Context: an optimization exercise on an open-source flow, tuned for small area, a short achievable clock period and few clock cycles. The choices shown serve that exercise and are no tape-out recipe. Function was checked by simulation only, so behaviour that the tests miss may differ from the original. Power and IR drop assume default switching activity.

$ cat flow/run.sh
#!/bin/bash
# synth_recipe.tcl (not shown) runs the flow's synth.tcl, then flattens the netlist and writes it again
# the make line also repeats each setting of config.mk as NAME=value (left out here)
make -C /OpenROAD-flow-scripts/flow DESIGN_CONFIG=/design/flow/config.mk WORK_HOME=/design/flow/orfs CLKGATE_MAP_FILE= SYNTH_SCRIPT=/design/flow/synth_recipe.tcl finish
$ cat flow/config.mk
export PLATFORM = sky130hd
export DESIGN_NAME = LMFE
export DESIGN_NICKNAME = LMFE
export VERILOG_FILES = /design/flow/design.v
export SDC_FILE = /design/flow/constraint.sdc
export NUM_CORES = 4
export LEC_CHECK = 0
export CAP_MARGIN = 20
export CORE_MARGIN = 2
export CORE_UTILIZATION = 40
export SLEW_MARGIN = 20
$ cat flow/constraint.sdc
create_clock -name core_clock -period 6.0 [get_ports {clk}]
set_input_delay 1.2000 -clock core_clock [delete_from_list [all_inputs] [get_ports {clk}]]
set_output_delay 1.2000 -clock core_clock [all_outputs]
set_load 0.01 [all_outputs]
$ cat flow/design.v
module LMFE ( clk, reset, Din, in_en, busy, out_valid, Dout, mem_cen, mem_wen, mem_addr, mem_d, mem_q);
input   clk;
input   reset;
input   in_en;
output  busy;
output  out_valid;
input   [7:0]  Din;
output  [7:0]  Dout;
output  mem_cen;
output  mem_wen;
output  [9:0]  mem_addr;
output  [7:0]  mem_d;
input   [7:0]  mem_q;
localparam S_PRE = 2'd0, S_RUN = 2'd1, S_FIN = 2'd2;
reg  [1:0]  state;
reg  [14:0] ldpos;       
reg  [2:0]  k;           
reg         busy_r, outv_r, cen_r, wen_r;
reg  [9:0]  addr_r;
reg  [7:0]  din_r, dout_r;
reg  [6:0]  res;
reg  [4:0]  kreg;
reg  [62:0] F;
reg         seldin_r;
assign busy      = busy_r;
assign out_valid = outv_r;
assign Dout      = dout_r;
assign mem_cen   = cen_r;
assign mem_wen   = wen_r;
assign mem_addr  = addr_r;
assign mem_d     = din_r;
wire [7:0] row6  = ldpos[14:7];
wire [6:0] ldcol = ldpos[6:0];
wire run = (state == S_RUN);
wire pre = (state == S_PRE);
wire [8:0] rr = {1'b0, row6} + {6'b0, k} - 9'd7;
wire rr_ok = ~rr[8] & ~rr[7];
  reg [7:0] P0;
  reg [7:0] P1;
  reg [7:0] P2;
  reg [7:0] P3;
  reg [7:0] P4;
  reg [7:0] P5;
  reg [7:0] P6;
  reg [7:0] P7;
  reg [7:0] P8;
  reg [7:0] P9;
  reg [7:0] P10;
  reg [7:0] P11;
  reg [7:0] P12;
  reg [7:0] P13;
  reg [7:0] P14;
  reg [7:0] P15;
  reg [7:0] P16;
  reg [7:0] P17;
  reg [7:0] P18;
  reg [7:0] P19;
  reg [7:0] P20;
  reg [7:0] P21;
  reg [7:0] P22;
  reg [7:0] P23;
  reg [7:0] P24;
  reg [7:0] P25;
  reg [7:0] P26;
  reg [7:0] P27;
  reg [7:0] P28;
  reg [7:0] P29;
  reg [7:0] P30;
  reg [7:0] P31;
  reg [7:0] P32;
  reg [7:0] P33;
  reg [7:0] P34;
  reg [7:0] P35;
  reg [7:0] P36;
  reg [7:0] P37;
  reg [7:0] P38;
  reg [7:0] P39;
  reg [7:0] P40;
  reg [7:0] P41;
  reg [7:0] P42;
  reg [7:0] P43;
  reg [7:0] P44;
  reg [7:0] P45;
  reg [7:0] P46;
  reg [7:0] P47;
  reg [7:0] P48;
  reg [7:0] P49;
  reg [7:0] P50;
  reg [7:0] P51;
  reg [7:0] P52;
  reg [7:0] P53;
  reg [7:0] P54;
  reg [7:0] P55;
  reg [7:0] P56;
  reg [7:0] P57;
  reg [7:0] P58;
  reg [7:0] P59;
  reg [7:0] P60;
  reg [7:0] P61;
  reg [7:0] P62;
wire [7:0] bus = seldin_r ? (in_en ? Din : 8'd0) : (cen_r ? 8'd0 : mem_q);
wire [2:0] rot = 3'd6 - k;
wire [15:0] bus2 = {bus, bus};
wire [7:0] bus_rot = bus2[rot +: 8];
always @(posedge clk) begin
    P0 <= bus_rot;
    P1 <= P0;
    P2 <= P1;
    P3 <= P2;
    P4 <= P3;
    P5 <= P4;
    P6 <= P5;
    P7 <= P6;
    P8 <= P7;
    P9 <= P8;
    P10 <= P9;
    P11 <= P10;
    P12 <= P11;
    P13 <= P12;
    P14 <= P13;
    P15 <= P14;
    P16 <= P15;
    P17 <= P16;
    P18 <= P17;
    P19 <= P18;
    P20 <= P19;
    P21 <= P20;
    P22 <= P21;
    P23 <= P22;
    P24 <= P23;
    P25 <= P24;
    P26 <= P25;
    P27 <= P26;
    P28 <= P27;
    P29 <= P28;
    P30 <= P29;
    P31 <= P30;
    P32 <= P31;
    P33 <= P32;
    P34 <= P33;
    P35 <= P34;
    P36 <= P35;
    P37 <= P36;
    P38 <= P37;
    P39 <= P38;
    P40 <= P39;
    P41 <= P40;
    P42 <= P41;
    P43 <= P42;
    P44 <= P43;
    P45 <= P44;
    P46 <= P45;
    P47 <= P46;
    P48 <= P47;
    P49 <= P48;
    P50 <= P49;
    P51 <= P50;
    P52 <= P51;
    P53 <= P52;
    P54 <= P53;
    P55 <= P54;
    P56 <= P55;
    P57 <= P56;
    P58 <= P57;
    P59 <= P58;
    P60 <= P59;
    P61 <= P60;
    P62 <= P61;
end
wire [62:0] bitrd;
  assign bitrd[0] = P0[0];
  assign bitrd[1] = P1[7];
  assign bitrd[2] = P2[6];
  assign bitrd[3] = P3[5];
  assign bitrd[4] = P4[4];
  assign bitrd[5] = P5[3];
  assign bitrd[6] = P6[2];
  assign bitrd[7] = P7[1];
  assign bitrd[8] = P8[0];
  assign bitrd[9] = P9[7];
  assign bitrd[10] = P10[6];
  assign bitrd[11] = P11[5];
  assign bitrd[12] = P12[4];
  assign bitrd[13] = P13[3];
  assign bitrd[14] = P14[2];
  assign bitrd[15] = P15[1];
  assign bitrd[16] = P16[0];
  assign bitrd[17] = P17[7];
  assign bitrd[18] = P18[6];
  assign bitrd[19] = P19[5];
  assign bitrd[20] = P20[4];
  assign bitrd[21] = P21[3];
  assign bitrd[22] = P22[2];
  assign bitrd[23] = P23[1];
  assign bitrd[24] = P24[0];
  assign bitrd[25] = P25[7];
  assign bitrd[26] = P26[6];
  assign bitrd[27] = P27[5];
  assign bitrd[28] = P28[4];
  assign bitrd[29] = P29[3];
  assign bitrd[30] = P30[2];
  assign bitrd[31] = P31[1];
  assign bitrd[32] = P32[0];
  assign bitrd[33] = P33[7];
  assign bitrd[34] = P34[6];
  assign bitrd[35] = P35[5];
  assign bitrd[36] = P36[4];
  assign bitrd[37] = P37[3];
  assign bitrd[38] = P38[2];
  assign bitrd[39] = P39[1];
  assign bitrd[40] = P40[0];
  assign bitrd[41] = P41[7];
  assign bitrd[42] = P42[6];
  assign bitrd[43] = P43[5];
  assign bitrd[44] = P44[4];
  assign bitrd[45] = P45[3];
  assign bitrd[46] = P46[2];
  assign bitrd[47] = P47[1];
  assign bitrd[48] = P48[0];
  assign bitrd[49] = P49[7];
  assign bitrd[50] = P50[6];
  assign bitrd[51] = P51[5];
  assign bitrd[52] = P52[4];
  assign bitrd[53] = P53[3];
  assign bitrd[54] = P54[2];
  assign bitrd[55] = P55[1];
  assign bitrd[56] = P56[0];
  assign bitrd[57] = P57[7];
  assign bitrd[58] = P58[6];
  assign bitrd[59] = P59[5];
  assign bitrd[60] = P60[4];
  assign bitrd[61] = P61[3];
  assign bitrd[62] = P62[2];
wire [5:0] z;
lmfe_pop63 u_pop (.x(F & ~bitrd), .s(z));
wire d = (z < {1'b0, kreg});
wire [6:0] fcn = ldcol - 7'd3;      
reg  [6:0] colact;
reg  [4:0] k0;
always @(*) begin
  case (fcn)
    7'd0:   begin colact = 7'b0001111; k0 = 5'd4;  end
    7'd1:   begin colact = 7'b0011111; k0 = 5'd11; end
    7'd2:   begin colact = 7'b0111111; k0 = 5'd18; end
    7'd125: begin colact = 7'b1111110; k0 = 5'd18; end
    7'd126: begin colact = 7'b1111100; k0 = 5'd11; end
    7'd127: begin colact = 7'b1111000; k0 = 5'd4;  end
    default: begin colact = 7'b1111111; k0 = 5'd25; end
  endcase
end
wire [55:0] act;
  assign act[0] = colact[0];
  assign act[1] = colact[0];
  assign act[2] = colact[0];
  assign act[3] = colact[0];
  assign act[4] = colact[0];
  assign act[5] = colact[0];
  assign act[6] = 1'b0;
  assign act[7] = colact[0];
  assign act[8] = colact[1];
  assign act[9] = colact[1];
  assign act[10] = colact[1];
  assign act[11] = colact[1];
  assign act[12] = colact[1];
  assign act[13] = colact[1];
  assign act[14] = 1'b0;
  assign act[15] = colact[1];
  assign act[16] = colact[2];
  assign act[17] = colact[2];
  assign act[18] = colact[2];
  assign act[19] = colact[2];
  assign act[20] = colact[2];
  assign act[21] = colact[2];
  assign act[22] = 1'b0;
  assign act[23] = colact[2];
  assign act[24] = colact[3];
  assign act[25] = colact[3];
  assign act[26] = colact[3];
  assign act[27] = colact[3];
  assign act[28] = colact[3];
  assign act[29] = colact[3];
  assign act[30] = 1'b0;
  assign act[31] = colact[3];
  assign act[32] = colact[4];
  assign act[33] = colact[4];
  assign act[34] = colact[4];
  assign act[35] = colact[4];
  assign act[36] = colact[4];
  assign act[37] = colact[4];
  assign act[38] = 1'b0;
  assign act[39] = colact[4];
  assign act[40] = colact[5];
  assign act[41] = colact[5];
  assign act[42] = colact[5];
  assign act[43] = colact[5];
  assign act[44] = colact[5];
  assign act[45] = colact[5];
  assign act[46] = 1'b0;
  assign act[47] = colact[5];
  assign act[48] = colact[6];
  assign act[49] = colact[6];
  assign act[50] = colact[6];
  assign act[51] = colact[6];
  assign act[52] = colact[6];
  assign act[53] = colact[6];
  assign act[54] = 1'b0;
  assign act[55] = colact[6];
always @(posedge clk) begin
  res <= {res[5:0], d};
  if (k == 3'd7) begin
    F    <= {7'b0, act};
    kreg <= k0;
  end else begin
    F    <= {F[61:0] & ~(bitrd[61:0] ^ {62{d}}), 1'b0};
    if (d) kreg <= kreg - z[4:0];
  end
  if (k == 3'd7) dout_r <= {res, d};
end
always @(posedge clk or posedge reset) begin
  if (reset) begin
    state    <= S_PRE;
    ldpos    <= 15'd0;
    k        <= 3'd0;
    busy_r   <= 1'b0;
    outv_r   <= 1'b0;
    cen_r    <= 1'b1;
    wen_r    <= 1'b1;
    seldin_r <= 1'b0;
  end else begin
    outv_r   <= 1'b0;
    seldin_r <= 1'b0;
    case (state)
      S_PRE: begin
        busy_r <= 1'b0;
        cen_r  <= ~in_en;
        wen_r  <= 1'b0;
        if (in_en) begin
          ldpos <= ldpos + 15'd1;
          if (ldpos == 15'd383) begin
            state    <= S_RUN;
            k        <= 3'd0;
            seldin_r <= 1'b1;
          end
        end
      end
      S_RUN: begin
        k <= k + 3'd1;
        busy_r <= ~((k == 3'd7) && (ldpos < 15'd16383));
        seldin_r <= (k == 3'd7);
        if (k == 3'd0) begin
          cen_r <= ~in_en;
          wen_r <= 1'b0;
        end else if (k == 3'd7) begin
          cen_r <= 1'b1;
          wen_r <= 1'b1;
        end else begin
          cen_r <= ~rr_ok;
          wen_r <= 1'b1;
        end
        if (k == 3'd7) begin
          outv_r <= (ldpos >= 15'd388);
          ldpos  <= ldpos + 15'd1;
          if (ldpos == 15'd16771) state <= S_FIN;
        end
      end
      default: begin
        busy_r <= 1'b1;
        cen_r  <= 1'b1;
        wen_r  <= 1'b1;
      end
    endcase
  end
end
always @(posedge clk) begin
  if ((pre || (run && k == 3'd0)) && in_en) begin
    din_r  <= Din;
    addr_r <= ldpos[9:0];
  end else if (run) begin
    addr_r <= {rr[2:0], ldcol};
  end
end
endmodule
module lmfe_pop63 (input [62:0] x, output [5:0] s);
  wire t1;
  wire t2;
  assign t1 = x[0] ^ x[1] ^ x[2];
  assign t2 = (x[0] & x[1]) | (x[0] & x[2]) | (x[1] & x[2]);
  wire t3;
  wire t4;
  assign t3 = x[3] ^ x[4] ^ x[5];
  assign t4 = (x[3] & x[4]) | (x[3] & x[5]) | (x[4] & x[5]);
  wire t5;
  wire t6;
  assign t5 = x[6] ^ x[7] ^ x[8];
  assign t6 = (x[6] & x[7]) | (x[6] & x[8]) | (x[7] & x[8]);
  wire t7;
  wire t8;
  assign t7 = x[9] ^ x[10] ^ x[11];
  assign t8 = (x[9] & x[10]) | (x[9] & x[11]) | (x[10] & x[11]);
  wire t9;
  wire t10;
  assign t9 = x[12] ^ x[13] ^ x[14];
  assign t10 = (x[12] & x[13]) | (x[12] & x[14]) | (x[13] & x[14]);
  wire t11;
  wire t12;
  assign t11 = x[15] ^ x[16] ^ x[17];
  assign t12 = (x[15] & x[16]) | (x[15] & x[17]) | (x[16] & x[17]);
  wire t13;
  wire t14;
  assign t13 = x[18] ^ x[19] ^ x[20];
  assign t14 = (x[18] & x[19]) | (x[18] & x[20]) | (x[19] & x[20]);
  wire t15;
  wire t16;
  assign t15 = x[21] ^ x[22] ^ x[23];
  assign t16 = (x[21] & x[22]) | (x[21] & x[23]) | (x[22] & x[23]);
  wire t17;
  wire t18;
  assign t17 = x[24] ^ x[25] ^ x[26];
  assign t18 = (x[24] & x[25]) | (x[24] & x[26]) | (x[25] & x[26]);
  wire t19;
  wire t20;
  assign t19 = x[27] ^ x[28] ^ x[29];
  assign t20 = (x[27] & x[28]) | (x[27] & x[29]) | (x[28] & x[29]);
  wire t21;
  wire t22;
  assign t21 = x[30] ^ x[31] ^ x[32];
  assign t22 = (x[30] & x[31]) | (x[30] & x[32]) | (x[31] & x[32]);
  wire t23;
  wire t24;
  assign t23 = x[33] ^ x[34] ^ x[35];
  assign t24 = (x[33] & x[34]) | (x[33] & x[35]) | (x[34] & x[35]);
  wire t25;
  wire t26;
  assign t25 = x[36] ^ x[37] ^ x[38];
  assign t26 = (x[36] & x[37]) | (x[36] & x[38]) | (x[37] & x[38]);
  wire t27;
  wire t28;
  assign t27 = x[39] ^ x[40] ^ x[41];
  assign t28 = (x[39] & x[40]) | (x[39] & x[41]) | (x[40] & x[41]);
  wire t29;
  wire t30;
  assign t29 = x[42] ^ x[43] ^ x[44];
  assign t30 = (x[42] & x[43]) | (x[42] & x[44]) | (x[43] & x[44]);
  wire t31;
  wire t32;
  assign t31 = x[45] ^ x[46] ^ x[47];
  assign t32 = (x[45] & x[46]) | (x[45] & x[47]) | (x[46] & x[47]);
  wire t33;
  wire t34;
  assign t33 = x[48] ^ x[49] ^ x[50];
  assign t34 = (x[48] & x[49]) | (x[48] & x[50]) | (x[49] & x[50]);
  wire t35;
  wire t36;
  assign t35 = x[51] ^ x[52] ^ x[53];
  assign t36 = (x[51] & x[52]) | (x[51] & x[53]) | (x[52] & x[53]);
  wire t37;
  wire t38;
  assign t37 = x[54] ^ x[55] ^ x[56];
  assign t38 = (x[54] & x[55]) | (x[54] & x[56]) | (x[55] & x[56]);
  wire t39;
  wire t40;
  assign t39 = x[57] ^ x[58] ^ x[59];
  assign t40 = (x[57] & x[58]) | (x[57] & x[59]) | (x[58] & x[59]);
  wire t41;
  wire t42;
  assign t41 = x[60] ^ x[61] ^ x[62];
  assign t42 = (x[60] & x[61]) | (x[60] & x[62]) | (x[61] & x[62]);
  wire t43;
  wire t44;
  assign t43 = t1 ^ t3 ^ t5;
  assign t44 = (t1 & t3) | (t1 & t5) | (t3 & t5);
  wire t45;
  wire t46;
  assign t45 = t7 ^ t9 ^ t11;
  assign t46 = (t7 & t9) | (t7 & t11) | (t9 & t11);
  wire t47;
  wire t48;
  assign t47 = t13 ^ t15 ^ t17;
  assign t48 = (t13 & t15) | (t13 & t17) | (t15 & t17);
  wire t49;
  wire t50;
  assign t49 = t19 ^ t21 ^ t23;
  assign t50 = (t19 & t21) | (t19 & t23) | (t21 & t23);
  wire t51;
  wire t52;
  assign t51 = t25 ^ t27 ^ t29;
  assign t52 = (t25 & t27) | (t25 & t29) | (t27 & t29);
  wire t53;
  wire t54;
  assign t53 = t31 ^ t33 ^ t35;
  assign t54 = (t31 & t33) | (t31 & t35) | (t33 & t35);
  wire t55;
  wire t56;
  assign t55 = t37 ^ t39 ^ t41;
  assign t56 = (t37 & t39) | (t37 & t41) | (t39 & t41);
  wire t57;
  wire t58;
  assign t57 = t2 ^ t4 ^ t6;
  assign t58 = (t2 & t4) | (t2 & t6) | (t4 & t6);
  wire t59;
  wire t60;
  assign t59 = t8 ^ t10 ^ t12;
  assign t60 = (t8 & t10) | (t8 & t12) | (t10 & t12);
  wire t61;
  wire t62;
  assign t61 = t14 ^ t16 ^ t18;
  assign t62 = (t14 & t16) | (t14 & t18) | (t16 & t18);
  wire t63;
  wire t64;
  assign t63 = t20 ^ t22 ^ t24;
  assign t64 = (t20 & t22) | (t20 & t24) | (t22 & t24);
  wire t65;
  wire t66;
  assign t65 = t26 ^ t28 ^ t30;
  assign t66 = (t26 & t28) | (t26 & t30) | (t28 & t30);
  wire t67;
  wire t68;
  assign t67 = t32 ^ t34 ^ t36;
  assign t68 = (t32 & t34) | (t32 & t36) | (t34 & t36);
  wire t69;
  wire t70;
  assign t69 = t38 ^ t40 ^ t42;
  assign t70 = (t38 & t40) | (t38 & t42) | (t40 & t42);
  wire t71;
  wire t72;
  assign t71 = t43 ^ t45 ^ t47;
  assign t72 = (t43 & t45) | (t43 & t47) | (t45 & t47);
  wire t73;
  wire t74;
  assign t73 = t49 ^ t51 ^ t53;
  assign t74 = (t49 & t51) | (t49 & t53) | (t51 & t53);
  wire t75;
  wire t76;
  assign t75 = t44 ^ t46 ^ t48;
  assign t76 = (t44 & t46) | (t44 & t48) | (t46 & t48);
  wire t77;
  wire t78;
  assign t77 = t50 ^ t52 ^ t54;
  assign t78 = (t50 & t52) | (t50 & t54) | (t52 & t54);
  wire t79;
  wire t80;
  assign t79 = t56 ^ t57 ^ t59;
  assign t80 = (t56 & t57) | (t56 & t59) | (t57 & t59);
  wire t81;
  wire t82;
  assign t81 = t61 ^ t63 ^ t65;
  assign t82 = (t61 & t63) | (t61 & t65) | (t63 & t65);
  wire t83;
  wire t84;
  assign t83 = t67 ^ t69;
  assign t84 = t67 & t69;
  wire t85;
  wire t86;
  assign t85 = t58 ^ t60 ^ t62;
  assign t86 = (t58 & t60) | (t58 & t62) | (t60 & t62);
  wire t87;
  wire t88;
  assign t87 = t64 ^ t66 ^ t68;
  assign t88 = (t64 & t66) | (t64 & t68) | (t66 & t68);
  wire t89;
  wire t90;
  assign t89 = t71 ^ t73 ^ t55;
  assign t90 = (t71 & t73) | (t71 & t55) | (t73 & t55);
  wire t91;
  wire t92;
  assign t91 = t72 ^ t74 ^ t75;
  assign t92 = (t72 & t74) | (t72 & t75) | (t74 & t75);
  wire t93;
  wire t94;
  assign t93 = t77 ^ t79 ^ t81;
  assign t94 = (t77 & t79) | (t77 & t81) | (t79 & t81);
  wire t95;
  wire t96;
  assign t95 = t76 ^ t78 ^ t80;
  assign t96 = (t76 & t78) | (t76 & t80) | (t78 & t80);
  wire t97;
  wire t98;
  assign t97 = t82 ^ t84 ^ t85;
  assign t98 = (t82 & t84) | (t82 & t85) | (t84 & t85);
  wire t99;
  wire t100;
  assign t99 = t87 ^ t70;
  assign t100 = t87 & t70;
  wire t101;
  wire t102;
  assign t101 = t90 ^ t91 ^ t93;
  assign t102 = (t90 & t91) | (t90 & t93) | (t91 & t93);
  wire t103;
  wire t104;
  assign t103 = t92 ^ t94 ^ t95;
  assign t104 = (t92 & t94) | (t92 & t95) | (t94 & t95);
  wire t105;
  wire t106;
  assign t105 = t97 ^ t99;
  assign t106 = t97 & t99;
  wire t107;
  wire t108;
  assign t107 = t96 ^ t98 ^ t100;
  assign t108 = (t96 & t98) | (t96 & t100) | (t98 & t100);
  wire t109;
  wire t110;
  assign t109 = t86 ^ t88;
  assign t110 = t86 & t88;
  wire t111;
  wire t112;
  assign t111 = t102 ^ t103 ^ t105;
  assign t112 = (t102 & t103) | (t102 & t105) | (t103 & t105);
  wire t113;
  wire t114;
  assign t113 = t104 ^ t106 ^ t107;
  assign t114 = (t104 & t106) | (t104 & t107) | (t106 & t107);
  wire t115;
  wire t116;
  assign t115 = t112 ^ t113 ^ t109;
  assign t116 = (t112 & t113) | (t112 & t109) | (t113 & t109);
  wire t117;
  wire t118;
  assign t117 = t114 ^ t108 ^ t110;
  assign t118 = (t114 & t108) | (t114 & t110) | (t108 & t110);
  wire [5:0] ra = {t118, t116, t115, t111, t101, t89};
  wire [5:0] rb = {1'b0, t117, 1'b0, 1'b0, t83, 1'b0};
  assign s = ra + rb;
endmodule
==> results by group <==
Placed design
  – Post-DP HPWL: 18300 um
  – GPL Wtd Cong: 0.781
  – Pre-CTS WS: 7.33 ps
  – # port buffers: 48
  – DP Area: 0.0188 sq mm

Routing
  – Routed Antenna Nets: 0
  – Vias/cell: 4.52
  – Total wire length: 28700 um
  – Initial DRC count: 494
  – First-pass iteration count of the detailed router: 5
  – DRC viols: 0
  – Routed len/inst: 14.3 um
  – Via count: 9102

Synth
  – Asr flop ratio synth: 4.15%
  – EDFF count, synth: 31
  – Ys Warns: 1
  – Top FF cell, synth: dfxtp_1
  – Largest cells by area after synthesis: dfxtp_1, fa_1, edfxtp_1, dfrtp_1, inv_1
  – Area leader, netlist: dfxtp_1
  – Syn avg cell area: 13.6 sq um
  – Seq/Total Area, Yosys: 71.1%
  – Top-count cell post-synth: dfxtp_1
  – Commonest cells in the netlist: dfxtp_1, inv_1, nor3_1
  – Post-Syn Nets: 1394
  – Post-synthesis cell count: 1291
  – Post-synth top area share: 62.2%
  – Number of synthesized register bits: 602
  – Distinct cell type count after synthesis: 58
  – Synth Cell Area: 0.0176 sq mm

Floorplanning
  – Die width: 214 um
  – Core area: 0.0432 sq mm
  – Initial core utilization: 40.7%
  – Row cnt: 76
  – Die height: 214 um
  – Boundary Pins: 49
  – Die area: 0.0456 sq mm

Job
  – Max cap viols: 0

Finish
  – Finished Core Util: 48.8%
  – Post-route cell area: 0.0211 sq mm
  – ANT cells: 0
  – Fillers: 3793
  – Synthesis-to-finish area growth: 19.9%
  – Biggest register: F
  – Max FFs per register: 63
  – Biggest regs: F x63, ldpos x15, addr_r x10
  – Layout Nets: 1486
  – Share of layout cells above drive strength 1: 11.8%

Critical path
  – CP arrival: 6240 ps
  – Worst-path cell chain: nand2b_1, fa_1, inv_1, fa_1, fa_1, inv_1, fa_1, fa_1, inv_1, fa_1, inv_1, fa_2, nand3b_1, xnor2_1, ha_1, o21a_4, buf_12, nor3_1, o41ai_2
  – Worst setup SP type: flop
  – Critical path's most frequent cell: fa_1
  – Crit path from: P30[2]
  – Cell with the largest stage delay on the worst path: fa_1
  – Max incr delay on CP: 550 ps
  – Worst Path Required: 6460 ps
  – Crit-path leading delay family: adder cells
  – WS Path Type: flop to flop
  – FF-to-FF Start: P30[2]
  – CP Capture Type: flop
  – CP max FO: 7
  – Bufs and invs on worst path: 5

STA
  – Hold Fails Final Rpt: 0
  – F_max: 173 MHz
  – Setup ws final: 216 ps
  – Clock skew: 19.2 ps
  – Worst hold margin: 318 ps
  – Period utilisation layout: 96.4%
  – Max Slew Vio Count: 0
  – RSZ-0062 raised after global routing: yes
  – Relative slew slack: 31.3%
  – Min Tclk post-route: 5780 ps
  – Least-Margin Pin Slew: 1030 ps
  – Setup-failing EPs final: 0

Clock tree
  – CTS buffer count: 55
  – CTS tree: yes
  – Clk root buf: clkbuf_16
  – H-tree level count: 2
  – # clock sinks: 602
  – Largest buffer count on any clock path: 3
  – Worst-path clk slew: 70 ps
  – Clk latency of the worst-skew pair: 580 ps

Pwr
  – Combinational power share: 3.5%
  – Worst VDD drop: 253 uV
  – Internal cell power: 0.00655 W
  – Pwr/cell area: 393 mW/mm^2
  – Power Total: 0.00827 W
  – Leak: 8.63 nW
  – Flop pwr share: 52.2%
  – Sw Ratio: 20.7%
  – Psw: 0.00172 W
  – Clock Power Share: 44.3%

Global routing
  – Antenna violations before repair: 0
  – First-pass GRT wire length: 46000 um
  – Largest net degree at the start of global routing: 65
  – GRT busiest layer: met2
  – Number of global-route vias before repair: 9065
  – GR Util met2: 20.9%
  – Grt ovf: 0
  – GR Util met1: 16.8%
  – GRT Util Overall: 12.9%
  – Met3 Use GR: 3.25%

Hold path
  – Worst hold path type: flop to flop
  – Hold Path Origin: P58[3]

Status
  – Status: no timing/DRC/antenna violations
[cells in the final DEF (no fill, tap or decap), types with 12 or more instances in the layout]
cell type	n
nor2b_1	15
clkbuf_16	62
clkdlybuf4s50_1	48
o41ai_1	38
ha_1	25
o21ai_0	23
a21boi_0	40
buf_4	24
nand2_1	14
nor3_1	58
mux2i_1	18
dfrtp_1	23
nand4_1	12
xor2_1	12
inv_1	123
nor2_1	46
edfxtp_1	31
fa_1	55
dfxtp_1	546
nand2b_1	33
[logic make-up after synthesis]
kind of cell    count (synthesis)  synth area share (%)
xor+xnor                       22                  1.10
buf+inv                       174                  3.85
simple gates                  218                  6.84
fa+ha+maj                      84                  8.42
mux                            27                  1.60
compound gates                164                  7.09
flops                         602                  71.1
[metal layers]
metal  part of all wire (%)  routed length [um]
met5                      0                   0
met1                     46               13300
met3                    4.2                1190
met2                     47               13600
met4                    2.2                 642
[power by group through the flow]
stage	sequential (W)	combinational (W)	clock (W)
after floorplan	0.00435	0.000234	0
after global placement	0.00441	0.000277	0
after detailed placement	0.00441	0.000285	0
after CTS	0.00432	0.000286	0.00377
after global routing	0.00434	0.000323	0.00394
final	0.00432	0.000290	0.00366
[timing repair]
action	4_1_cts	5_1_grt
resized for setup	1	12
pin swaps	0	7
buffers inserted	0	6
hold buffers	0	0
gates cloned	0	5
endpoints found under the setup margin	1	66
[through the flow]
step                      setup TNS [ps]  std cells
after floorplan                        0       1291
after global placement                 0       1899
after detailed placement               0       1899
after CTS                              0       2002
after global routing               -22.9       2014
final                                  0       2014
[final timing paths]
| path | endpoint | slack (ps) | depth (start not counted) |
|---|---|---|---|
| setup / recovery | F[21] | 220 | 19 |
| min in group asynchronous | ldpos[5] | 860 | 2 |
| max in group asynchronous | cen_r | 4680 | 3 |
| hold reg to reg | P59[3] | 320 | 0 |
| setup reg to reg | F[21] | 220 | 19 |
| hold / removal | P59[3] | 320 | 0 |
[cell type report]
type | instances | area [sq um] | area share, %
Sequential cell | 602 | 12500 | 59.3
Multi-Input combinational cell | 516 | 4510 | 21.4
Clock buffer | 73 | 1620 | 7.68
Timing Repair Buffer | 83 | 891 | 4.23
Tap cell | 585 | 732 | 3.47
Inverter | 125 | 469 | 2.23
Clock inverter | 30 | 359 | 1.70
Testbench counts, summed over its fixed seeds: cycles 1,577,856.

## port drivers added, routing unchanged
Ports are ideal in the flow. The routed layout listed here was re-timed in OpenROAD.
Step 1: set_driving_cell puts a clkbuf_16 on clk and a buf_2 on each other input, an assumption about the parent block.
Step 2 adds t to the input delays and takes it off the output delays; t is the mean of the earliest and latest rising clock arrival at the registers after step 1. Input paths then give back, and output paths get back, about the clock's delay inside the block.
Three values: no drivers, after step 1, after step 2; two values: the first two.
shift t [ns]: 0.625
setup slack, ns: 0.216 / 0.216 / 0.216
worst setup path at the end: register to register
clock arrival spread, ns: 0.020 / 0.020
After both steps this run still meets setup and hold. The setup slack of this run moves by 0.000 ns with the drivers and by 0.000 ns with both steps.
